From an optimization exercise on the open Yosys and OpenROAD flow, aimed at small area, a short achievable clock period and few clock cycles per item; shortcuts taken in it are not production practice.
Function was checked by simulation only, so behaviour that the tests miss may differ from the original.
In every run shown here, the design's own scripts or RTL, not TritonCTS, make the clock network.
The clock input has no modelled driver; a real chip could not lean on it and would need a root buffer or a full tree.
Power and IR drop assume default switching activity.

--- design/flow/flow/run.sh ---
#!/bin/bash
set -euo pipefail
export BUFFER_PORTS_ARGS="-buffer_cell sky130_fd_sc_hd__buf_1"
export CTS_ARGS="-sink_clustering_enable -repair_clock_nets -buf_list {sky130_fd_sc_hd__clkbuf_4 sky130_fd_sc_hd__clkbuf_8} -dont_use_dummy_load"
export POST_CTS_TCL="$PWD/flow/clock4.tcl"
bash standard.sh > standard.log 2>&1
--- design/flow/flow/clock4.tcl ---
# POST_CTS hook: replace the clock tree that CTS built with a two-level tree
# of four clkbuf_8 and eight clkbuf_16 over equal-count groups of registers,
# then repair timing again. Every register still gets the clock through a buffer.
set db [ord::get_db]
set block [[$db getChip] getBlock]
set clknet [$block findNet clk]

# registers' clock pins
set regs {}
foreach inst [$block getInsts] {
  set m [[$inst getMaster] getName]
  if { [string match "sky130_fd_sc_hd__df*" $m] || [string match "sky130_fd_sc_hd__edf*" $m] } {
    lappend regs [$inst findITerm CLK]
  }
}
puts "clock4: [llength $regs] registers"

# tear down the buffer tree below clk
proc tear { net } {
  foreach it [$net getITerms] {
    if { [$it isInputSignal] } {
      set inst [$it getInst]
      set m [[$inst getMaster] getName]
      if { [string match "*clkbuf*" $m] || [string match "*clkinv*" $m] || [string match "*__buf_*" $m] || [string match "*__inv_*" $m] } {
        set out [$inst findITerm X]
        if { $out == "NULL" || $out == "" } { set out [$inst findITerm Y] }
        set onet [$out getNet]
        odb::dbInst_destroy $inst
        if { $onet != "NULL" && $onet != "" } {
          tear $onet
          odb::dbNet_destroy $onet
        }
      }
    }
  }
}
tear $clknet
foreach it $regs { if { [$it getNet] != "NULL" && [$it getNet] != "" } { $it disconnect } }

# eight groups of equal count by recursive bisection (x, y, x); four
# clkbuf_8 on the clock port each drive two clkbuf_16, each of which drives
# one group
proc loc { it } { set b [[$it getInst] getBBox]; return [list [expr {([$b xMin]+[$b xMax])/2}] [expr {([$b yMin]+[$b yMax])/2}]] }
proc bisect { l axis } {
  set s [lsort -command [list apply {{axis a b} { expr {[lindex [loc $a] $axis] - [lindex [loc $b] $axis]} }} $axis] $l]
  set h [expr {[llength $s] / 2}]
  return [list [lrange $s 0 [expr {$h-1}]] [lrange $s $h end]]
}
proc centroid { l } {
  set sx 0; set sy 0
  foreach it $l { lassign [loc $it] x y; incr sx $x; incr sy $y }
  return [list [expr {$sx / [llength $l]}] [expr {$sy / [llength $l]}]]
}
proc addbuf { block master name innet outnet x y } {
  set b [odb::dbInst_create $block $master $name]
  $b setLocation $x $y
  $b setPlacementStatus PLACED
  [$b findITerm A] connect $innet
  [$b findITerm X] connect $outnet
}
set m8 [$db findMaster sky130_fd_sc_hd__clkbuf_8]
set m16 [$db findMaster sky130_fd_sc_hd__clkbuf_16]
set i 0
foreach half [bisect $regs 0] {
  foreach quad [bisect $half 1] {
    set qnet [odb::dbNet_create $block "clknet_q$i"]
    $qnet setSigType CLOCK
    lassign [centroid $quad] qx qy
    addbuf $block $m8 "clkbuf_q$i" $clknet $qnet $qx $qy
    set j 0
    foreach grp [bisect $quad 0] {
      set gnet [odb::dbNet_create $block "clknet_q${i}_$j"]
      $gnet setSigType CLOCK
      lassign [centroid $grp] gx gy
      addbuf $block $m16 "clkbuf_q${i}_$j" $qnet $gnet $gx $gy
      foreach it $grp { $it connect $gnet }
      puts "clock4: clkbuf_q${i}_$j drives [llength $grp] registers at $gx $gy"
      incr j
    }
    incr i
  }
}
catch { global_connect } msg
puts "clock4: global_connect: $msg"
detailed_placement
estimate_parasitics -placement
report_clock_skew
repair_timing_helper
detailed_placement
check_placement -verbose
estimate_parasitics -placement
report_worst_slack -max
report_worst_slack -min
--- design/flow/standard.sh ---
#!/bin/bash
# synth_recipe.tcl (not shown) runs the flow's synth.tcl, then flattens the netlist and writes it again
# the make line also repeats each setting of config.mk as NAME=value (left out here)
make -C /OpenROAD-flow-scripts/flow DESIGN_CONFIG=/design/flow/config.mk WORK_HOME=/design/flow/orfs CLKGATE_MAP_FILE= SYNTH_SCRIPT=/design/flow/synth_recipe.tcl "${@:-finish}"
--- design/flow/config.mk ---
export PLATFORM = sky130hd
export DESIGN_NAME = boron_dec
export DESIGN_NICKNAME = boron_dec
export VERILOG_FILES = /design/flow/design.v
export SDC_FILE = /design/flow/constraint.sdc
export NUM_CORES = 4
export LEC_CHECK = 0
export CAP_MARGIN = 20
export CORE_MARGIN = 2
export CORE_UTILIZATION = 40
export PLACE_DENSITY = 0.75
export SETUP_SLACK_MARGIN = 2.5
export SLEW_MARGIN = 20
--- design/flow/constraint.sdc ---
create_clock -name core_clock -period 5.0 [get_ports {clk}]
set_input_delay 1.0000 -clock core_clock [delete_from_list [all_inputs] [get_ports {clk}]]
set_output_delay 1.0000 -clock core_clock [all_outputs]
set_load 0.01 [all_outputs]
--- design/flow/design.v ---
module s_box (
    input [3:0] i_sb, output [3:0] o_sb
);
    assign o_sb[0] = (!i_sb[3]&!i_sb[2]&i_sb[1]) | (!i_sb[2]&i_sb[1]&i_sb[0]) 
    | (!i_sb[3]&i_sb[2]&!i_sb[1]) | (i_sb[2]&!i_sb[1]&i_sb[0]) | 
    (i_sb[3]&!i_sb[2]&!i_sb[1]&!i_sb[0]) | (i_sb[3]&i_sb[2]&i_sb[1]&!i_sb[0]);
    assign o_sb[1] = (!i_sb[3]&!i_sb[2]&!i_sb[0]) | (!i_sb[3]&!i_sb[1]&!i_sb[0]) | (i_sb[2]&i_sb[1]&i_sb[0]) 
| (i_sb[3]&!i_sb[2]&i_sb[0]) | (i_sb[3]&i_sb[2]&i_sb[1]);
    assign o_sb[2] = (!i_sb[3]&!i_sb[2]&!i_sb[1]) | (!i_sb[2]&!i_sb[1]&!i_sb[0]) | (!i_sb[3]&i_sb[2]&!i_sb[0]) 
| (i_sb[3]&i_sb[1]&i_sb[0]) | (i_sb[3]&i_sb[2]&i_sb[0]);
    assign o_sb[3] = (!i_sb[3]&!i_sb[2]&!i_sb[0]) | (!i_sb[3]&i_sb[1]&!i_sb[0]) | (!i_sb[3]&i_sb[2]&i_sb[0]) 
| (i_sb[3]&!i_sb[1]&!i_sb[0]) | (i_sb[3]&!i_sb[2]&i_sb[1]&i_sb[0]);
endmodule
module block_shuffle (
    input [15:0] i_bs, output [15:0] o_bs
);
    assign o_bs = {i_bs[7:4], i_bs[3:0], i_bs[15:12], i_bs[11:8]};
endmodule
module round_permutation #(
    parameter [5:0] shift = 5'b0000,
    parameter [7:0] data_length = 8'd16
)(
    input [data_length - 1:0] i_rp,  output [data_length - 1:0] o_rp
); 
assign o_rp = (i_rp << shift) | (i_rp >> (data_length - shift));
endmodule
module key_scheduler (
    input clk, rst, input [4:0] round_counter, input [79:0] i_ks_oldkey, output [79:0] o_ks_newkey 
);
    wire [79:0] level_shift;
    wire [79:0] level_sbox;
    wire [4:0] xor_rc;
    round_permutation #(.shift(13), .data_length(80)) rp (.i_rp(i_ks_oldkey), .o_rp(level_shift));
    s_box sb(.i_sb(level_shift[3:0]), .o_sb(level_sbox[3:0]));
    assign level_sbox[79:4] = level_shift[79:4];
    assign xor_rc = level_sbox[63:59]^(round_counter -1);
    assign o_ks_newkey = {level_sbox[79:64], xor_rc, level_sbox[58:0]};
endmodule
module dec_s_box (
    input [3:0] i_sb, output reg [3:0] o_sb 
);
    always @(*) begin
        case(i_sb)
        4'h0: o_sb = 4'hA;
        4'h1: o_sb = 4'h3;
        4'h2: o_sb = 4'h9;
        4'h3: o_sb = 4'hE;
        4'h4: o_sb = 4'h1;
        4'h5: o_sb = 4'hD;
        4'h6: o_sb = 4'hF;
        4'h7: o_sb = 4'h4;
        4'h8: o_sb = 4'hC;
        4'h9: o_sb = 4'h5;
        4'hA: o_sb = 4'h7;
        4'hB: o_sb = 4'h2;
        4'hC: o_sb = 4'h6;
        4'hD: o_sb = 4'h8;
        4'hE: o_sb = 4'h0;
        4'hF: o_sb = 4'hB;
        endcase
    end
endmodule
module dec_block_shuffle (
    input [15:0] i_bs, output [15:0] o_bs
);
    block_shuffle bs (i_bs, o_bs);
endmodule
module dec_round_permutation #(
    parameter [5:0] shift = 5'b0000,
    parameter [7:0] data_length = 8'd16
)(
    input [data_length - 1:0] i_rp,  output [data_length - 1:0] o_rp
); 
    assign o_rp = (i_rp >> shift) | (i_rp << (data_length - shift));
endmodule
module dec_XOR_layer (
    input [63:0] i_xor, output [63:0] o_xor
);
    assign o_xor = {(i_xor[63:48]^i_xor[47:32]), (i_xor[47:32]^i_xor[31:16]^i_xor[15:0]),(i_xor[63:48]^i_xor[47:32]^i_xor[31:16]), (i_xor[31:16]^i_xor[15:0])};
endmodule
module dec_permutation_layer (
    input [63:0] i_pl, output [63:0] o_pl
);
    wire [63:0] rp2bs;
    wire [63:0] xor2rp;
    dec_XOR_layer xl(.i_xor(i_pl), .o_xor(xor2rp));
            dec_round_permutation #(.shift(1), .data_length(16)) rp0(.i_rp(xor2rp[(16*0 + 15):16*0]), .o_rp(rp2bs[15:0]));
            dec_round_permutation #(.shift(4), .data_length(16)) rp1(.i_rp(xor2rp[(16*1 + 15):16*1]), .o_rp(rp2bs[(16 + 15):16*1]));
            dec_round_permutation #(.shift(7), .data_length(16)) rp2(.i_rp(xor2rp[(16*2 + 15):16*2]), .o_rp(rp2bs[(16*2 + 15):16*2]));
            dec_round_permutation #(.shift(9), .data_length(16)) rp3(.i_rp(xor2rp[(16*3 + 15):16*3]), .o_rp(rp2bs[(16*3 + 15):16*3]));
    genvar i;
    generate
        for (i = 0; i < 4; i = i +1 ) begin
            dec_block_shuffle bs(.i_bs(rp2bs[(16*i + 15):16*i]), .o_bs(o_pl[(16*i + 15):16*i]));
        end
    endgenerate
endmodule
module dec_add_round_key (
    input [63:0] i_ark_cipher, input [63:0] i_ark_key,
    output [63:0] o_ark_msg
);
    wire [63:0] sb2xor;
    wire [63:0] pl2sb;
    dec_permutation_layer pl(.i_pl(i_ark_cipher), .o_pl(pl2sb));
    genvar j;
    generate    
    for(j=0; j < 16; j = j + 1) begin
            dec_s_box sb(.i_sb(pl2sb[(4*j + 3):4*j]), .o_sb(sb2xor[(4*j + 3):4*j]));
        end
    endgenerate
    assign o_ark_msg = i_ark_key ^ sb2xor;
endmodule
module dec_key_scheduler (
    input clk, rst, input [4:0] round_counter, input [79:0] i_ks_oldkey, output [79:0] o_ks_newkey 
);
    wire [79:0] level_shift;
    wire [79:0] level_sbox;
    wire [4:0] xor_rc;
    assign {level_sbox[79:64], xor_rc, level_sbox[58:0]} = i_ks_oldkey;
    assign level_sbox[63:59] = xor_rc ^(round_counter -1);
    assign level_shift[79:4] = level_sbox[79:4];
    dec_s_box sb(.i_sb(level_sbox[3:0]), .o_sb(level_shift[3:0]));
    dec_round_permutation #(.shift(13), .data_length(80)) rp (.i_rp(level_shift), .o_rp(o_ks_newkey));
endmodule
module boron_dec (
    input  clk, rst, start, input [63:0] plain_text, input [79:0] master_key,
    output reg done, output [63:0] cipher_text
);
    function [3:0] sbox(input [3:0] a);
        reg t00, t01, t02, t03, t04, t05, t06, t07, t08, t09, t10, t11, t12, t13, t14, t15, t16, t17, t18, t19;
        begin
            t19 = a[1] ^ a[0];
            t00 = a[2] | t19;
            t01 = ~(a[2] & a[0]);
            t02 = a[3] & t01;
            t03 = ~(t00 & t02);
            t04 = a[2] ? a[0] : a[1];
            t05 = a[3] | ~t04;
            sbox[2] = t03 & t05;
            t06 = ~(a[2] & t19);
            t07 = a[0] & ~a[2];
            t08 = ~(a[3] | t07);
            t09 = ~(t06 & t08);
            t10 = a[2] | a[0];
            t11 = a[1] | ~a[2];
            t12 = a[3] & t10;
            t13 = ~(t11 & t12);
            sbox[1] = ~(t09 & t13);
            t14 = ~(a[1] ^ a[2]);
            t15 = a[3] & ~a[0];
            sbox[0] = ~(t14 ^ t15);
            t16 = a[0] | t11;
            t17 = ~(t08 & t16);
            t18 = t19 | ~t02;
            sbox[3] = ~(t17 & t18);
        end
    endfunction
    function [3:0] isbox(input [3:0] a);
        reg t15, t00, t01, t02, t03, t04, t05, t06, t07, t08, t09, t10, t11, t12, t13, t14;
        begin
            t15 = a[0] | a[1];
            t00 = a[0] & a[1];
            t01 = ~(a[0] & a[1]);
            t02 = a[2] | t00;
            t03 = ~(t15 & t02);
            isbox[2] = ~(a[3] ^ t03);
            t04 = a[3] | ~a[0];
            t05 = a[1] & t04;
            t06 = a[2] | a[3];
            t07 = ~(a[2] & a[3]);
            t08 = a[0] | t07;
            t09 = t06 & t08;
            isbox[1] = ~(t05 ^ t09);
            t10 = a[2] | t15;
            t11 = t01 & t10;
            isbox[0] = t07 ? t11 : t00;
            t12 = a[0] & a[2];
            t13 = a[1] & ~a[3];
            t14 = ~(t12 ^ t13);
            isbox[3] = ~(t10 & t14);
        end
    endfunction
    function [79:0] kfwd(input [79:0] k, input [4:0] rc);
        reg [79:0] t;
        begin
            t = {k[66:0], k[79:67]};
            t[3:0] = sbox(t[3:0]);
            t[63:59] = t[63:59] ^ rc;
            kfwd = t;
        end
    endfunction
    function [79:0] kinv(input [79:0] k, input [4:0] rc);
        reg [79:0] t;
        begin
            t = k;
            t[63:59] = t[63:59] ^ rc;
            t[3:0] = isbox(t[3:0]);
            kinv = {t[12:0], t[79:13]};
        end
    endfunction
    function [79:0] kfwd12(input [79:0] k, input [4:0] b);
        reg [79:0] t;
        integer i;
        begin
            t = k;
            for (i = 0; i < 12; i = i + 1)
                t = kfwd(t, b + i[4:0]);
            kfwd12 = t;
        end
    endfunction
    function [63:0] iround(input [63:0] x, input [63:0] k);
        reg [15:0] w0, w1, w2, w3;
        reg [63:0] y, z;
        integer j;
        begin
            w3 = (x[63:48] ^ x[47:32]) ^ (k[63:48] ^ k[47:32]);
            w2 = (x[47:32] ^ x[31:16] ^ x[15:0]) ^ (k[47:32] ^ k[31:16] ^ k[15:0]);
            w1 = (x[63:48] ^ x[47:32] ^ x[31:16]) ^ (k[63:48] ^ k[47:32] ^ k[31:16]);
            w0 = (x[31:16] ^ x[15:0]) ^ (k[31:16] ^ k[15:0]);
            y = {{w3[8:0], w3[15:9]}, {w2[6:0], w2[15:7]}, {w1[3:0], w1[15:4]}, {w0[0], w0[15:1]}};
            for (j = 0; j < 4; j = j + 1)
                z[16*j +: 16] = {y[16*j+4 +: 4], y[16*j +: 4], y[16*j+12 +: 4], y[16*j+8 +: 4]};
            for (j = 0; j < 16; j = j + 1)
                iround[4*j +: 4] = isbox(z[4*j +: 4]);
        end
    endfunction
    reg id, kg1, kg2, rd;
    reg [4:0] cnt;
    reg [63:0] x;
    reg [79:0] k;
    wire [79:0] kl = kfwd(master_key, 5'd0);
    wire [79:0] kf = kfwd12(k, kg2 ? 5'd13 : 5'd1);
    wire [79:0] kb = kinv(k, cnt);
    wire [63:0] xr = iround(x, k[63:0]);
    assign cipher_text = x ^ k[63:0];
    always @(posedge clk) begin
        x <= ({64{id}} & plain_text) | ({64{rd}} & xr) | ({64{kg1 | kg2}} & x);
        k <= ({80{id}} & kl) | ({80{kg1 | kg2}} & kf) | ({80{rd}} & kb);
        cnt <= rd ? cnt - 5'd1 : 5'd24;
    end
    always @(posedge clk) begin
        if (!rst) begin
            id <= 1'b1;
            kg1 <= 1'b0;
            kg2 <= 1'b0;
            rd <= 1'b0;
            done <= 1'b0;
        end else begin
            done <= rd && cnt == 5'd0;
            id <= id ? !start : (rd && cnt == 5'd0);
            kg1 <= id && start;
            kg2 <= kg1;
            rd <= kg2 || (rd && cnt != 5'd0);
        end
    end
endmodule
==> results of run 1 <==
-- layout make-up --
class / count / area [sq um]
fillers: 2564 / 14100
multi-input cells: 967 / 7770
flip-flops and latches: 154 / 3150
repair buffers: 218 / 846
well taps: 341 / 427
inverters: 100 / 375
plain buffers: 12 / 255
-- cell usage after synthesis, types with 4 or more instances --
master | number | area share
a211o_1 | 4 | 0.0032
a211oi_1 | 29 | 0.020
a21oi_1 | 30 | 0.014
a221o_1 | 20 | 0.018
a221oi_1 | 12 | 0.0096
a222oi_1 | 37 | 0.034
a22oi_1 | 84 | 0.058
a31o_2 | 4 | 0.0032
and2_1 | 21 | 0.012
and3_1 | 8 | 0.0046
buf_1 | 6 | 0.0021
buf_2 | 7 | 0.0032
clkbuf_1 | 62 | 0.021
dfxtp_1 | 154 | 0.28
ha_1 | 17 | 0.019
inv_1 | 100 | 0.034
maj3_1 | 10 | 0.0092
mux2_2 | 4 | 0.0041
mux2i_1 | 7 | 0.0064
nand2_1 | 82 | 0.028
nand2b_1 | 16 | 0.0092
nand3_1 | 13 | 0.0060
nand3b_1 | 6 | 0.0041
nor2_1 | 61 | 0.021
nor2b_1 | 22 | 0.013
nor3_1 | 15 | 0.0069
nor3b_1 | 4 | 0.0027
nor4b_1 | 4 | 0.0032
o211ai_1 | 14 | 0.0096
o21a_1 | 5 | 0.0034
o21ai_0 | 147 | 0.067
o311ai_0 | 10 | 0.0080
o31ai_1 | 8 | 0.0055
o32ai_1 | 5 | 0.0040
or3_1 | 5 | 0.0029
xnor2_1 | 146 | 0.12
xnor2_2 | 10 | 0.015
xnor3_1 | 11 | 0.023
xor2_1 | 49 | 0.039
xor2_2 | 6 | 0.0089
xor3_1 | 5 | 0.011
-- registers in the layout, indices dropped and copies added, names as in the netlist --
signal and cells:
rd 1, x 64, cnt 5, kg2 1, kg1 1, done 1, k 80, id 1
-- path summary, 6_finish.rpt --
path,from,end,slack (ns)
max reg2reg,k[44]$_DFF_P_,x[18]$_DFF_P_,2.62
min,k[65]$_DFF_P_,k[61]$_DFF_P_,0.45
min reg2reg,k[65]$_DFF_P_,k[61]$_DFF_P_,0.45
max,k[28]$_DFF_P_,cipher_text[28],2.61
-- worst max-delay path, delay by kind of cell, from the launching register on --
kind / cells / cell delay [ns]
flops: 1 / 0.42
xor+xnor: 1 / 0.29
buf+inv: 2 / 0.38
-- power by group --
group / internal [mW] / total (mW) / switching, mW
registers: 1.52 / 2.08 / 0.558
clock network: 0.361 / 0.768 / 0.407
logic: 2.93 / 6.62 / 3.69
total: 4.81 / 9.46 / 4.66
-- layer usage --
layer | vias up | GRT usage | wire length (um)
li1 | 4985 | - | -
met1 | 5044 | 0.355 | 16100
met2 | 584 | 0.413 | 17300
met3 | 83 | 0.0469 | 3830
met4 | 0 | 0.127 | 1890
met5 | - | 0 | 0
-- logic make-up (layout without fill, tap and decap cells) --
group / after synthesis / after routing / synth area share
compound gates: 438 / 438 / 0.280
buf+inv: 177 / 330 / 0.0621
fa+ha+maj: 28 / 28 / 0.0297
xor+xnor: 230 / 230 / 0.221
mux: 11 / 11 / 0.0105
flops: 154 / 154 / 0.282
simple gates: 260 / 260 / 0.115
==> results_dict.tcl, run 1 <==
set metrics [dict create \
    die_width_um 169 \
    finalCritPeriodShare 0.478 \
    finClkSkew_ns 0.0212 \
    min_period_ns 2.39 \
    clock_sinks 154 \
    coreArea_sq_mm 0.0269 \
    syn_area_per_cell_sq_um 8.42 \
    antenna_left 0 \
    synth-edff-count 0 \
    synthesis.area_sq_mm 0.0109 \
    synthCells 1298 \
    instances_no_fill 1792 \
    crit_path_start_kind "flip-flop" \
    drive_above_1_share 0.108 \
    syn-num-nets 1462 \
    worst_path_max_delay_cell "dfxtp_4" \
    fin_area_sq_mm 0.0128 \
    ioPinCount 212 \
    ir_drop_uv 302 \
    min_path_cells 1 \
    grt_pass1_vias 9771 \
    grt_pass1_wl_um 58000 \
    clk_latency_ns 0.30 \
    setup_viol 0 \
    viasPerCell 5.97 \
    cp_max_fo 13 \
    pwr_density_cell_mw_per_mm2 738 \
    start_util 0.407 \
    hold_viol 0 \
    relSlewSlack 0.319 \
    dieHeight_um 169 \
    grt_overflow 0 \
    ys_warn_count 1 \
    die_area_sq_mm 0.0287 \
    worstMarginPinSlew_ns 1.02 \
    groute.usage.overall 0.265 \
    slowest_delay_ns 0.42 \
    wl_per_cell_um 21.8 \
    setup_ws_ns 2.61 \
    rsz0062_at_grt "false" \
    final_cell_mix "buf_1, o21ai_0, dfxtp_1, xnor2_1, inv_1" \
    fin_nets 1617 \
    vias 10696 \
    num_antenna_cells 0 \
    drv_slew 0 \
    preCtsSetupSlack_ns 2.17 \
    dpl_cell_area_sq_mm 0.0119 \
    crit_chain "xnor2_2 > inv_1 > buf_1" \
    holdWs_ns 0.450 \
    synthArstFlopShare 0 \
    grt_max_degree 84 \
    min_path_type "flip-flop to flip-flop" \
    syn_to_final_growth_pct 17.4 \
    max_cap_viol_count 0 \
    drtIter0Drc 1368 \
    fin_util 0.477 \
    port_buffers 211 \
    ys_seq_area_frac 0.282 \
    arrival_ns 1.39 \
    gp_congestion 0.950 \
    rr_worst_depth 6 \
    antenna_found_initial 0 \
    row_count 60 \
    synth_seq_cells 154 \
    critPathCaptureType "primary output" \
    synth_cell_type_count 60 \
    dr.pass1.iters 7 \
    worstPathRequired_ns 4.00 \
    crit_type "flip-flop to primary output" \
    cts.clk_slew.worst_paths_ns 0.08 \
    wl_um 39100 \
    synth_top_flop_cell "dfxtp_1" \
    tns_ns 0 \
    hpwlAfterDp_um 29700 \
    status "finished clean" \
    drcViolationCount 0 \
    final_common_cell "buf_1" \
    max_freq_mhz 418 \
    power_mw 9.46 \
    p_leak_nw 5.02 \
    placed_cells 1779 \
]
Testbench counts, summed over its fixed seeds: cycles 10,760, items 384.
==> run 2: changes to the inputs <==
--- a/design/flow/config.mk
+++ b/design/flow/config.mk
@@ -10,4 +10,4 @@
 export CORE_UTILIZATION = 40
 export PLACE_DENSITY = 0.75
-export SETUP_SLACK_MARGIN = 2.5
+export SETUP_SLACK_MARGIN = 2.7
 export SLEW_MARGIN = 20
==> results_dict.tcl, run 2 <==
set metrics [dict create \
    holdWs_ns 0.441 \
    r2r_slack_ns 2.78 \
    arrival_ns 1.26 \
    min-delay-start "k[65]$_DFF_P_" \
    synth-edff-count 0 \
    met2WireLength_um 18100 \
    drv_slew 0 \
    drcViolationCount 0 \
    cp_max_fo 5 \
    vias 11125 \
    top_register "k" \
    num_antenna_cells 0 \
    groute.usage.overall 0.277 \
    pwr_density_cell_mw_per_mm2 731 \
    final_common_cell "buf_1" \
    rr_worst_depth 9 \
    row_count 60 \
    max_cap_viol_count 0 \
    fin_util 0.524 \
    grt_pass1_vias 10369 \
    synth_cell_type_count 60 \
    gp_congestion 0.950 \
    synth_top_area_frac 0.282 \
    wl_met3_um 3960 \
    yosys.area.top_type "dfxtp_1" \
    synthArstFlopShare 0 \
    drtIter0Drc 1430 \
    hpwlAfterDp_um 29700 \
    drive_above_1_share 0.193 \
    hold_viol 0 \
    die_area_sq_mm 0.0287 \
    rsz0062_at_grt "false" \
    max_freq_mhz 442 \
    largest_reg_flops 80 \
    ir_drop_uv 296 \
    critPathCaptureType "primary output" \
    port_buffers 211 \
    synthCells 1298 \
    synthesis.area_sq_mm 0.0109 \
    dr.pass1.iters 8 \
    top_layer_used "met4" \
    ys_seq_area_frac 0.282 \
    antenna_left 0 \
    p_leak_nw 5.50 \
    ioPinCount 212 \
    coreArea_sq_mm 0.0269 \
    reg_top3 "k x80, x x64, cnt x5" \
    crit_path_start_kind "flip-flop" \
    start_util 0.407 \
    wl_per_cell_um 22.1 \
    final_cell_mix "buf_1, o21ai_0, inv_1, xnor2_1, a22oi_1" \
    antenna_found_initial 0 \
    synth_seq_cells 154 \
    wl_um 41000 \
    clk_latency_ns 0.30 \
    routedLengthMet1_um 16500 \
    worstMarginPinSlew_ns 0.862 \
    worstReg2RegEnd "k[1]$_DFF_P_" \
    grt_overflow 0 \
    synth_area_leaders "dfxtp_1, xnor2_1, o21ai_0" \
    viasPerCell 6.01 \
    grt_max_degree 84 \
    r2r-start "k[4]$_DFF_P_" \
    whs_endpoint "k[61]$_DFF_P_" \
    grt_pass1_wl_um 60800 \
    worstPathRequired_ns 4.00 \
    syn_area_per_cell_sq_um 8.42 \
    die_width_um 169 \
    relSlewSlack 0.425 \
    min_path_cells 1 \
    dieHeight_um 169 \
    fin_nets 1676 \
    syn-num-nets 1462 \
    tns_ns 0 \
    crit_type "flip-flop to primary output" \
    status "finished clean" \
    min_path_type "flip-flop to flip-flop" \
    setup_viol 0 \
    finClkSkew_ns 0.0168 \
    ys_warn_count 1 \
    cts.clk_slew.worst_paths_ns 0.10 \
    yosysMostFrequentCell "dfxtp_1" \
    min_period_ns 2.26 \
    finalCritPeriodShare 0.452 \
    netlist_top_cells_count "dfxtp_1, o21ai_0, xnor2_1, inv_1, a22oi_1" \
    clock_sinks 154 \
    syn_to_final_growth_pct 28.9 \
    synth_top_flop_cell "dfxtp_1" \
]
run 2: final cells by class:
| cell class | instances | area [sq um] |
|---|---|---|
| fill | 2360 | 12800 |
| buffer | 12 | 255 |
| tap | 341 | 427 |
| sequential | 154 | 3320 |
| inverter | 100 | 375 |
| multi-input combinational | 967 | 8400 |
| timing repair buffer | 277 | 1310 |
run 2: worst max-delay path: stages, from the launching register on:
cell and delay [ns]:
dfxtp_1 0.39, xnor2_4 0.32, inv_1 0.11, buf_1 0.14
run 2: per-stage QoR:
stage,worst slack (ns),instance area (sq um),cells,power [mW]
floorplan,2.80,10900,1298,6.82
global placement,2.13,11900,1779,8.04
detailed placement,2.17,11900,1779,8.23
global route,2.69,14100,1851,11.0
finish,2.74,14100,1851,10.3
run 2: kinds of logic (layout without fill, tap and decap cells):
kind of cell    after synthesis  count (layout)  synth area share
xor+xnor                    230             230             0.221
fa+ha+maj                    28              28            0.0297
simple gates                260             260             0.115
flops                       154             154             0.282
buf+inv                     177             389            0.0621
compound gates              438             438             0.280
mux                          11              11            0.0105
run 2: where the power goes:
group	switching [mW]	internal (mW)	total (mW)
registers	0.621	1.56	2.18
clock network	0.406	0.361	0.767
logic	3.94	3.42	7.35
run 2: per-layer routing:
metal,GRT usage,vias up
met1,0.364,5315
li1,-,5107
met2,0.434,592
met5,0,-
met3,0.0525,111
met4,0.148,0
run 2: how the worst max path moves through the flow:
stage / start / depth (start not counted) / slack (ns) / endpoint
floorplan: k[35]$_DFF_P_ / 6 / 2.80 / x[20]$_DFF_P_
global placement: k[31]$_DFF_P_ / 6 / 2.13 / x[32]$_DFF_P_
detailed placement: k[31]$_DFF_P_ / 6 / 2.17 / x[35]$_DFF_P_
global route: k[4]$_DFF_P_ / 9 / 2.69 / k[1]$_DFF_P_
finish: x[17]$_DFF_P_ / 3 / 2.74 / cipher_text[17]
==> run 3: changes to the inputs <==
--- a/design/flow/config.mk
+++ b/design/flow/config.mk
@@ -9,5 +9,5 @@
 export CORE_MARGIN = 2
 export CORE_UTILIZATION = 40
-export PLACE_DENSITY = 0.75
-export SETUP_SLACK_MARGIN = 2.7
+export PLACE_DENSITY = 0.65
+export SETUP_SLACK_MARGIN = 2.6
 export SLEW_MARGIN = 20
==> results_dict.tcl, run 3 <==
set metrics [dict create \
    status "finished clean" \
    worst_path_max_delay_cell "dfxtp_2" \
    ys_warn_count 1 \
    grt_overflow 0 \
    port_buffers 211 \
    synth-edff-count 0 \
    die_width_um 169 \
    drtIter0Drc 1272 \
    synth_seq_cells 154 \
    worstMarginPinSlew_ns 0.996 \
    wl_um 39200 \
    slowest_delay_ns 0.57 \
    coreArea_sq_mm 0.0269 \
    ir_drop_uv 378 \
    path_delay_family "flip-flops" \
    relSlewSlack 0.336 \
    tns_ns 0 \
    rsz0062_at_grt "true" \
    drv_slew 0 \
    netlist_top_cells_count "dfxtp_1, o21ai_0, xnor2_1, inv_1, a22oi_1" \
    min_path_cells 1 \
    path_depth 2 \
    crit_path_start_kind "flip-flop" \
    vias 10594 \
    pwr_density_cell_mw_per_mm2 730 \
    reg_top3 "k x80, x x64, cnt x5" \
    dr.pass1.iters 7 \
    syn_to_final_growth_pct 21.4 \
    fin_nets 1624 \
    synth_top_flop_cell "dfxtp_1" \
    groute.usage.overall 0.267 \
    hpwlAfterDp_um 28900 \
    crit_type "flip-flop to primary output" \
    arrival_ns 1.40 \
    yosys.area.top_type "dfxtp_1" \
    wl_per_cell_um 21.8 \
    top_register "k" \
    dieHeight_um 169 \
    setup_viol 0 \
    viasPerCell 5.89 \
    final_cell_mix "buf_1, o21ai_0, inv_1, xnor2_1, dfxtp_1" \
    synthCells 1298 \
    ioPinCount 212 \
    synthArstFlopShare 0 \
    multi_input_area_sq_mm 0.00809 \
    min_path_type "flip-flop to flip-flop" \
    clock_sinks 154 \
    holdWs_ns 0.476 \
    hold_viol 0 \
    max_freq_mhz 417 \
    synthesis.area_sq_mm 0.0109 \
    min_period_ns 2.40 \
    yosysMostFrequentCell "dfxtp_1" \
    rr_worst_depth 4 \
    syn_area_per_cell_sq_um 8.42 \
    critPathBufInv 1 \
    drive_above_1_share 0.129 \
    crit_chain "xor2_4 > buf_1" \
    cts.clk_slew.worst_paths_ns 0.08 \
    finClkSkew_ns 0.0209 \
    register_area_sq_mm 0.00320 \
    cp_max_fo 13 \
    clk_latency_ns 0.30 \
    final_common_cell "buf_1" \
    num-fill-cells 2545 \
    row_count 60 \
    syn-num-nets 1462 \
    grt_max_degree 87 \
    critPathCaptureType "primary output" \
    grt_pass1_vias 9582 \
    finalCritPeriodShare 0.480 \
    synth_top_area_frac 0.282 \
    antenna_left 0 \
    drcViolationCount 0 \
    die_area_sq_mm 0.0287 \
    largest_reg_flops 80 \
    synth_cell_type_count 60 \
    synth_area_leaders "dfxtp_1, xnor2_1, o21ai_0" \
    worstPathRequired_ns 4.00 \
    max_cap_viol_count 0 \
    p_leak_nw 5.13 \
    start_util 0.407 \
    gp_congestion 0.928 \
    ys_seq_area_frac 0.282 \
    r2r_slack_ns 2.70 \
    grt_pass1_wl_um 58100 \
    num_antenna_cells 0 \
    antenna_found_initial 0 \
]
-- run 3: cell counts after synthesis --
Identical to the previous run, type by type.
-- run 3: final cells by class --
type,count,area share
Sequential cell,154,0.241
Timing Repair Buffer,225,0.0690
Buffer,12,0.0192
Inverter,100,0.0283
Multi-Input combinational cell,967,0.610
Tap cell,341,0.0322
-- run 3: worst paths after layout --
kind,startpoint,end
setup / recovery,k[44]$_DFF_P_,cipher_text[44]
hold / removal,k[65]$_DFF_P_,k[61]$_DFF_P_
setup reg to reg,kg2$_SDFF_PN0_,x[10]$_DFF_P_
hold reg to reg,k[65]$_DFF_P_,k[61]$_DFF_P_
-- run 3: per-layer routing --
metal	up-vias	share of wire	GRT usage
met5	-	0	0
met4	0	0.042	0.110
met3	76	0.078	0.0445
met2	499	0.45	0.419
met1	4993	0.43	0.364
li1	5026	-	-
-- run 3: cells by family (layout without fill, tap and decap cells) --
| group | count (synthesis) | in the layout | synth area share |
|---|---|---|---|
| flip-flops | 154 | 154 | 0.282 |
| adder cells (fa/ha/maj) | 28 | 28 | 0.0297 |
| XOR/XNOR | 230 | 230 | 0.221 |
| multiplexers | 11 | 11 | 0.0105 |
| buffers and inverters | 177 | 337 | 0.0621 |
| AO/OA/AOI/OAI | 438 | 438 | 0.280 |
| AND/OR/NAND/NOR | 260 | 260 | 0.115 |
-- run 3: worst register-to-register path, cell delays in order (launching register included) --
cell and delay, ns:
dfxtp_1 0.70, or2_2 0.63, buf_6 0.53, a222oi_1 0.28, inv_1 0.11
-- run 3: where the power goes --
| part | switching (mW) | total, mW | internal, mW |
|---|---|---|---|
| Combinational | 3.69 | 6.76 | 3.07 |
| Clock | 0.414 | 0.775 | 0.361 |
| Sequential | 0.627 | 2.16 | 1.53 |
-- run 3: stage by stage --
stage | utilization | instance area [sq um] | worst slack [ns] | std cells | power, mW
3_5_place_dp | 0.443 | 11900 | 2.15 | 1779 | 8.20
2_1_floorplan | - | 10900 | 2.80 | 1298 | 6.82
6_report | 0.494 | 13300 | 2.60 | 1799 | 9.69
3_3_place_gp | 0.443 | 11900 | 2.19 | 1779 | 8.10
5_1_grt | 0.494 | 13300 | 2.57 | 1799 | 10.4
==> run 4: changes to the inputs <==
--- a/design/flow/config.mk
+++ b/design/flow/config.mk
@@ -9,5 +9,5 @@
 export CORE_MARGIN = 2
 export CORE_UTILIZATION = 40
-export PLACE_DENSITY = 0.65
+export PLACE_DENSITY = 0.8
 export SETUP_SLACK_MARGIN = 2.6
 export SLEW_MARGIN = 20
==> results_dict.tcl, run 4 <==
set metrics [dict create \
    finClkSkew_ns 0.0221 \
    dpl_cell_area_sq_mm 0.0119 \
    drv_slew 0 \
    r2r_slack_ns 2.69 \
    synthesis.area_sq_mm 0.0109 \
    register_area_sq_mm 0.00320 \
    drtIter0Drc 1307 \
    tns_ns 0 \
    die_area_sq_mm 0.0287 \
    seqPwrFrac 0.217 \
    hpwlAfterDp_um 29200 \
    instances_no_fill 1799 \
    drive_above_1_share 0.132 \
    setup_ws_ns 2.69 \
    yosys.area.top_type "dfxtp_1" \
    drcViolationCount 0 \
    crit_type "flip-flop to flip-flop" \
    arrival_ns 2.53 \
    synth_top_area_frac 0.282 \
    dr.pass1.iters 8 \
    critPathBufInv 0 \
    slowest_delay_ns 0.49 \
    antenna_left 0 \
    syn_area_per_cell_sq_um 8.42 \
    power_frac_clock 0.078 \
    placed_cells 1778 \
    netlist_top_cells_count "dfxtp_1, o21ai_0, xnor2_1, inv_1, a22oi_1" \
    wl_per_cell_um 21.9 \
    cp_max_fo 13 \
    setup_viol 0 \
    port_buffers 211 \
    synthCells 1298 \
    cts.clk_slew.worst_paths_ns 0.09 \
    vias 10926 \
    syn-num-nets 1462 \
    wl_um 39400 \
    max_freq_mhz 432 \
    relSlewSlack 0.303 \
    final_common_cell "buf_1" \
    start_util 0.407 \
    crit_chain "xor2_4 > xor2_1 > xnor2_1 > maj3_1 > xor2_1 > o21ai_0" \
    synth-edff-count 0 \
    gp_congestion 0.937 \
    swShare 0.494 \
    synth_cell_type_count 60 \
    synth_top_flop_cell "dfxtp_1" \
    rsz0062_at_grt "true" \
    ys_seq_area_frac 0.282 \
    fin_nets 1624 \
    r2r-start "k[41]$_DFF_P_" \
    rr_worst_depth 6 \
    grt_max_degree 106 \
    power.switching_mw 4.85 \
    largest_reg_flops 80 \
    grt_overflow 0 \
    multi_input_area_sq_mm 0.00809 \
    p_leak_nw 5.16 \
    top_register "k" \
    min-delay-start "k[66]$_DFF_P_" \
    synthArstFlopShare 0 \
    hold_viol 0 \
    grt_pass1_vias 10068 \
    antenna_found_initial 0 \
    reg_top3 "k x80, x x64, cnt x5" \
    combPwrFrac 0.704 \
    clock_sinks 154 \
    die_width_um 169 \
    critPathCaptureType "flip-flop" \
    fin_area_sq_mm 0.0133 \
    min_path_type "flip-flop to flip-flop" \
    worst_path_max_delay_cell "dfxtp_4" \
    groute.usage.overall 0.268 \
    fin_util 0.494 \
    worstReg2RegEnd "x[30]$_DFF_P_" \
    finalCritPeriodShare 0.463 \
    cpMostUsedCell "xor2_1" \
    final_cell_mix "buf_1, o21ai_0, inv_1, dfxtp_1, xnor2_1" \
    ioPinCount 212 \
    min_path_cells 1 \
    path_delay_family "XOR/XNOR gates" \
    whs_endpoint "k[62]$_DFF_P_" \
    ys_warn_count 1 \
    preCtsSetupSlack_ns 2.05 \
    num_antenna_cells 0 \
    row_count 60 \
    syn_to_final_growth_pct 21.5 \
    min_period_ns 2.31 \
    dieHeight_um 169 \
    clk_latency_ns 0.30 \
    worstPathRequired_ns 5.22 \
    yosysMostFrequentCell "dfxtp_1" \
    internal_power_mw 4.96 \
    status "finished clean" \
    pwr_density_cell_mw_per_mm2 739 \
    worstMarginPinSlew_ns 1.04 \
    ir_drop_uv 294 \
    max_cap_viol_count 0 \
    crit_path_start_kind "flip-flop" \
    coreArea_sq_mm 0.0269 \
    synth_area_leaders "dfxtp_1, xnor2_1, o21ai_0" \
    grt_pass1_wl_um 59200 \
    synth_seq_cells 154 \
    num-fill-cells 2504 \
    viasPerCell 6.07 \
]
run 4: cell counts after synthesis:
Identical to the previous run, type by type.
run 4: how the worst max path moves through the flow:
stage / from / endpoint / slack [ns] / depth (start not counted)
after floorplan: k[35]$_DFF_P_ / x[20]$_DFF_P_ / 2.80 / 6
after global placement: k[31]$_DFF_P_ / x[32]$_DFF_P_ / 2.15 / 6
final: k[41]$_DFF_P_ / x[30]$_DFF_P_ / 2.69 / 6
after global routing: k[2]$_DFF_P_ / k[1]$_DFF_P_ / 2.54 / 9
after detailed placement: k[31]$_DFF_P_ / x[32]$_DFF_P_ / 2.05 / 6
run 4: stage by stage:
step | power [mW] | hold WS (ns)
floorplan | 6.82 | 0.426
finish | 9.81 | 0.463
global placement | 8.07 | 0.447
global route | 10.5 | 0.486
detailed placement | 8.26 | 0.444
run 4: cell type report:
cell class                      instances  area share
Tap cell                              341      0.0321
Buffer                                 12      0.0192
Inverter                              100      0.0283
Timing Repair Buffer                  225      0.0694
Multi-Input combinational cell        967       0.610
Sequential cell                       154       0.241
run 4: power groups by stage:
stage	clock (mW)	combinational, mW	sequential [mW]
after detailed placement	0	6.27	1.99
after global routing	0.814	7.50	2.16
after floorplan	0	5.11	1.71
after global placement	0	6.09	1.98
final	0.769	6.91	2.13
run 4: cells by family (layout without fill, tap and decap cells):
family / count (synthesis) / count (layout) / share of synthesized area
AOI/OAI and AO/OA: 438 / 438 / 0.280
xor gates and xnor gates: 230 / 230 / 0.221
adders and majority gates: 28 / 28 / 0.0297
buffers and inverters: 177 / 337 / 0.0621
DFF: 154 / 154 / 0.282
muxes: 11 / 11 / 0.0105
and+or+nand+nor: 260 / 260 / 0.115
run 4: metal layers:
metal | GRT usage | share of wire | wire (um)
met2 | 0.428 | 0.45 | 17800
met5 | 0 | 0 | 0
met1 | 0.358 | 0.40 | 15900
met4 | 0.116 | 0.045 | 1780
met3 | 0.0443 | 0.10 | 3950
==> run 5: changes to the inputs <==
--- a/design/flow/config.mk
+++ b/design/flow/config.mk
@@ -9,5 +9,5 @@
 export CORE_MARGIN = 2
 export CORE_UTILIZATION = 40
-export PLACE_DENSITY = 0.8
+export PLACE_DENSITY = 0.75
 export SETUP_SLACK_MARGIN = 2.6
 export SLEW_MARGIN = 20
==> results_dict.tcl, run 5 <==
set metrics [dict create \
    ir_drop_uv 295 \
    yosysMostFrequentCell "dfxtp_1" \
    fin_nets 1631 \
    row_count 60 \
    hold_viol 0 \
    ys_seq_area_frac 0.282 \
    clock_sinks 154 \
    setup_viol 0 \
    crit_path_start_kind "flip-flop" \
    synth_area_leaders "dfxtp_1, xnor2_1, o21ai_0" \
    hpwlAfterDp_um 29700 \
    pwr_density_cell_mw_per_mm2 734 \
    min_period_ns 2.33 \
    crit_type "flip-flop to primary output" \
    yosys.area.top_type "dfxtp_1" \
    drive_above_1_share 0.132 \
    relSlewSlack 0.333 \
    preCtsSetupSlack_ns 2.17 \
    max_freq_mhz 429 \
    worstMarginPinSlew_ns 1.00 \
    reg_top3 "k x80, x x64, cnt x5" \
    rr_worst_depth 7 \
    top_register "k" \
    synthCells 1298 \
    syn-num-nets 1462 \
    dieHeight_um 169 \
    synth_top_area_frac 0.282 \
    fin_area_sq_mm 0.0133 \
    finClkSkew_ns 0.0228 \
    synthArstFlopShare 0 \
    arrival_ns 1.33 \
    synth_cell_type_count 60 \
    cts.clk_slew.worst_paths_ns 0.08 \
    synthesis.area_sq_mm 0.0109 \
    wl_per_cell_um 21.9 \
    ys_warn_count 1 \
    die_area_sq_mm 0.0287 \
    antenna_left 0 \
    synth_seq_cells 154 \
    syn_to_final_growth_pct 21.9 \
    vias 10832 \
    finalCritPeriodShare 0.466 \
    grt_pass1_wl_um 59000 \
    drcViolationCount 0 \
    status "finished clean" \
    min_path_type "flip-flop to flip-flop" \
    min_path_cells 1 \
    grt_max_degree 84 \
    worstPathRequired_ns 4.00 \
    groute.usage.overall 0.269 \
    max_cap_viol_count 0 \
    die_width_um 169 \
    syn_area_per_cell_sq_um 8.42 \
    grt_overflow 0 \
    final_common_cell "buf_1" \
    power_mw 9.77 \
    synth-edff-count 0 \
    cp_max_fo 3 \
    setup_ws_ns 2.67 \
    wl_um 39600 \
    rsz0062_at_grt "false" \
    tns_ns 0 \
    p_leak_nw 5.17 \
    drtIter0Drc 1466 \
    critPathCaptureType "primary output" \
    clk_latency_ns 0.30 \
    antenna_found_initial 0 \
    gp_congestion 0.950 \
    dr.pass1.iters 6 \
    coreArea_sq_mm 0.0269 \
    drv_slew 0 \
    grt_pass1_vias 9933 \
    port_buffers 211 \
    dpl_cell_area_sq_mm 0.0119 \
    netlist_top_cells_count "dfxtp_1, o21ai_0, xnor2_1, inv_1, a22oi_1" \
    start_util 0.407 \
    final_cell_mix "buf_1, o21ai_0, inv_1, xnor2_1, dfxtp_1" \
    ioPinCount 212 \
    largest_reg_flops 80 \
    synth_top_flop_cell "dfxtp_1" \
    num_antenna_cells 0 \
    viasPerCell 6.00 \
]
==> run 5: metrics by stage <==
step                hold slack, ns   util  std cells
detailed placement           0.440  0.443       1779
global route                 0.462  0.495       1806
global placement             0.440  0.443       1779
finish                       0.441  0.495       1806
floorplan                    0.426      -       1298
==> run 5: area by class of cell <==
type / count / area, sq um
multi-input combinational: 967 / 8100
fill: 2496 / 13600
timing repair buffer: 232 / 951
buffer: 12 / 255
tap: 341 / 427
inverter: 100 / 375
sequential: 154 / 3210
==> run 5: final timing paths <==
path                                    start        endpoint  slack, ns
worst min-delay path            k[65]$_DFF_P_   k[61]$_DFF_P_       0.44
worst min register to register  k[65]$_DFF_P_   k[61]$_DFF_P_       0.44
worst max register to register  k[32]$_DFF_P_   x[20]$_DFF_P_       2.72
worst max-delay path             k[8]$_DFF_P_  cipher_text[8]       2.67
==> run 5: worst max-delay path, stage by stage (launching register included) <==
cell,delay (ns)
dfxtp_2,0.44
xor2_1,0.40
buf_1,0.20
==> run 5: per-layer routing <==
layer	GRT usage	routed length (um)
met5	0	0
met4	0.133	2180
met3	0.0459	3570
met2	0.421	17600
met1	0.360	16200
==> run 5: logic make-up after synthesis <==
family,synth area share
simple gates,0.115
compound gates,0.280
mux,0.0105
buf+inv,0.0621
xor+xnor,0.221
fa+ha+maj,0.0297
flops,0.282
==> run 5: report_power, final <==
part	switching (mW)	internal, mW
registers	0.621	1.53
clock network	0.404	0.361
logic	3.75	3.10
==> run 6: changes to the inputs <==
--- a/design/flow/config.mk
+++ b/design/flow/config.mk
@@ -8,6 +8,6 @@
 export CAP_MARGIN = 20
 export CORE_MARGIN = 2
-export CORE_UTILIZATION = 40
+export CORE_UTILIZATION = 38
 export PLACE_DENSITY = 0.75
-export SETUP_SLACK_MARGIN = 2.6
+export SETUP_SLACK_MARGIN = 2.65
 export SLEW_MARGIN = 20
==> results_dict.tcl, run 6 <==
set metrics [dict create \
    min_path_cells 1 \
    syn_area_per_cell_sq_um 8.42 \
    instances_no_fill 1872 \
    synth_seq_cells 154 \
    grt_max_degree 79 \
    finClkSkew_ns 0.0227 \
    rsz0062_at_grt "true" \
    synth_top_flop_cell "dfxtp_1" \
    arrival_ns 2.46 \
    synthesis.area_sq_mm 0.0109 \
    ir_drop_uv 319 \
    antenna_found_initial 2 \
    grt_overflow 0 \
    yosys.area.top_type "dfxtp_1" \
    yosysMostFrequentCell "dfxtp_1" \
    fin_nets 1653 \
    port_buffers 211 \
    cp_max_fo 9 \
    drive_above_1_share 0.161 \
    r2r_slack_ns 2.71 \
    max_cap_viol_count 0 \
    ys_seq_area_frac 0.282 \
    die_area_sq_mm 0.0301 \
    largest_reg_flops 80 \
    multi_input_area_sq_mm 0.00834 \
    vias 11089 \
    relSlewSlack 0.292 \
    hpwlAfterDp_um 30000 \
    max_freq_mhz 436 \
    r2r-start "x[27]$_DFF_P_" \
    grt_pass1_wl_um 61300 \
    antenna_left 0 \
    drtIter0Drc 1504 \
    register_area_sq_mm 0.00326 \
    synth_cell_type_count 60 \
    min-delay-start "cnt[0]$_SDFF_PN0_" \
    ioPinCount 212 \
    finalCritPeriodShare 0.459 \
    worstMarginPinSlew_ns 1.06 \
    fin_util 0.486 \
    start_util 0.384 \
    whs_endpoint "cnt[0]$_SDFF_PN0_" \
    clk_latency_ns 0.30 \
    clock_sinks 154 \
    dr.pass1.iters 7 \
    tns_ns 0 \
    die_width_um 174 \
    rr_worst_depth 7 \
    synthArstFlopShare 0 \
    wl_per_cell_um 21.8 \
    grt_pass1_vias 10450 \
    wl_um 40900 \
    worstReg2RegEnd "x[47]$_DFF_P_" \
    min_path_type "flip-flop to flip-flop" \
    ys_warn_count 1 \
    synth_top_area_frac 0.282 \
    min_period_ns 2.29 \
    coreArea_sq_mm 0.0285 \
    row_count 62 \
    hold_viol 0 \
    netlist_top_cells_count "dfxtp_1, o21ai_0, xnor2_1, inv_1, a22oi_1" \
    final_common_cell "buf_1" \
    gp_congestion 0.964 \
    num-fill-cells 2618 \
    crit_type "flip-flop to flip-flop" \
    synth_area_leaders "dfxtp_1, xnor2_1, o21ai_0" \
    top_register "k" \
    viasPerCell 5.92 \
    critPathCaptureType "flip-flop" \
    pwr_density_cell_mw_per_mm2 737 \
    drcViolationCount 0 \
    dieHeight_um 174 \
    crit_path_start_kind "flip-flop" \
    worstPathRequired_ns 5.16 \
    synth-edff-count 0 \
    syn_to_final_growth_pct 26.7 \
    syn-num-nets 1462 \
    holdWs_ns 0.476 \
    groute.usage.overall 0.263 \
    placed_cells 1821 \
    reg_top3 "k x80, x x64, cnt x5" \
    p_leak_nw 5.36 \
    setup_viol 0 \
    status "finished clean" \
    final_cell_mix "buf_1, o21ai_0, inv_1, xnor2_1, dfxtp_1" \
    synthCells 1298 \
    cts.clk_slew.worst_paths_ns 0.08 \
    drv_slew 0 \
]
run 6: critical path, stage by stage, from the launching register on:
cell and delay, ns:
dfxtp_1 0.45, xnor2_4 0.11, buf_4 0.17, xnor2_4 0.20, xnor2_1 0.58, xnor2_1 0.16
a221oi_1 0.35, o21ai_0 0.13
run 6: cell families after synthesis:
| logic type | count (synthesis) | share of synthesized area |
|---|---|---|
| AO/OA/AOI/OAI | 438 | 0.280 |
| XOR/XNOR | 230 | 0.221 |
| multiplexers | 11 | 0.0105 |
| AND/OR/NAND/NOR | 260 | 0.115 |
| adder cells (fa/ha/maj) | 28 | 0.0297 |
| flip-flops | 154 | 0.282 |
| buffers and inverters | 177 | 0.0621 |
run 6: cell type report:
type | instances | share of cell area
sequential | 154 | 0.235
buffer | 12 | 0.0184
inverter | 100 | 0.0271
antenna | 1 | 0.000181
multi-input combinational | 967 | 0.603
timing repair buffer | 254 | 0.0818
tap | 384 | 0.0347
run 6: per-stage QoR:
step,area (sq um),total power [mW],worst slack (ns)
2_1_floorplan,10900,6.82,2.80
3_3_place_gp,11900,8.11,2.28
3_5_place_dp,11900,8.28,2.29
5_1_grt,13800,10.8,2.59
6_report,13800,10.2,2.71
run 6: how the worst max path moves through the flow:
stage	start	endpoint
final	x[27]$_DFF_P_	x[47]$_DFF_P_
after detailed placement	k[27]$_DFF_P_	x[47]$_DFF_P_
after floorplan	k[35]$_DFF_P_	x[20]$_DFF_P_
after global placement	k[27]$_DFF_P_	x[47]$_DFF_P_
after global routing	k[12]$_DFF_P_	x[47]$_DFF_P_
run 6: per-layer routing:
metal,track usage,up-vias,routed length (um)
met5,0,-,0
met4,0.147,0,2590
met3,0.0627,130,4160
met2,0.409,650,18000
met1,0.336,5223,16100
li1,-,5086,-
run 6: where the power goes:
part	switching (mW)	total, mW	internal, mW
Sequential	0.633	2.17	1.54
Clock	0.415	0.777	0.361
Combinational	3.95	7.26	3.31

## afterwards: timing with drivers on the ports
The results above use ideal ports. As a check the final layouts listed here were re-extracted and re-timed, cells and wires unchanged.
Step 1 (the two cells are an assumption about what drives the block):
set clk [get_ports {clk}]
set_driving_cell -lib_cell sky130_fd_sc_hd__clkbuf_16 $clk
set_driving_cell -lib_cell sky130_fd_sc_hd__buf_2 [delete_from_list [all_inputs] $clk]
Step 2 moves the port delays by t, midway between the first and last clock arrival at a register: inputs arrive t later, outputs are due t later. That takes back most of the time a late clock gives input paths.
a / b / c = ideal ports / drivers / drivers and shift; a / b = the first two.
run	shift t [ns]	setup slack, ns	hold slack, ns
run 1	0.371	2.609 / 2.526 / 2.621	0.450 / 0.450 / 0.450
run 2	0.372	2.739 / 2.657 / 2.777	0.441 / 0.441 / 0.441
run 3	0.376	2.599 / 2.516 / 2.696	0.476 / 0.476 / 0.476
run 4	0.371	2.687 / 2.622 / 2.687	0.463 / 0.463 / 0.463
run 5	0.371	2.671 / 2.589 / 2.717	0.441 / 0.441 / 0.441
run 6	0.375	2.706 / 2.658 / 2.706	0.476 / 0.476 / 0.476
After both steps setup and hold are still met in every run listed.
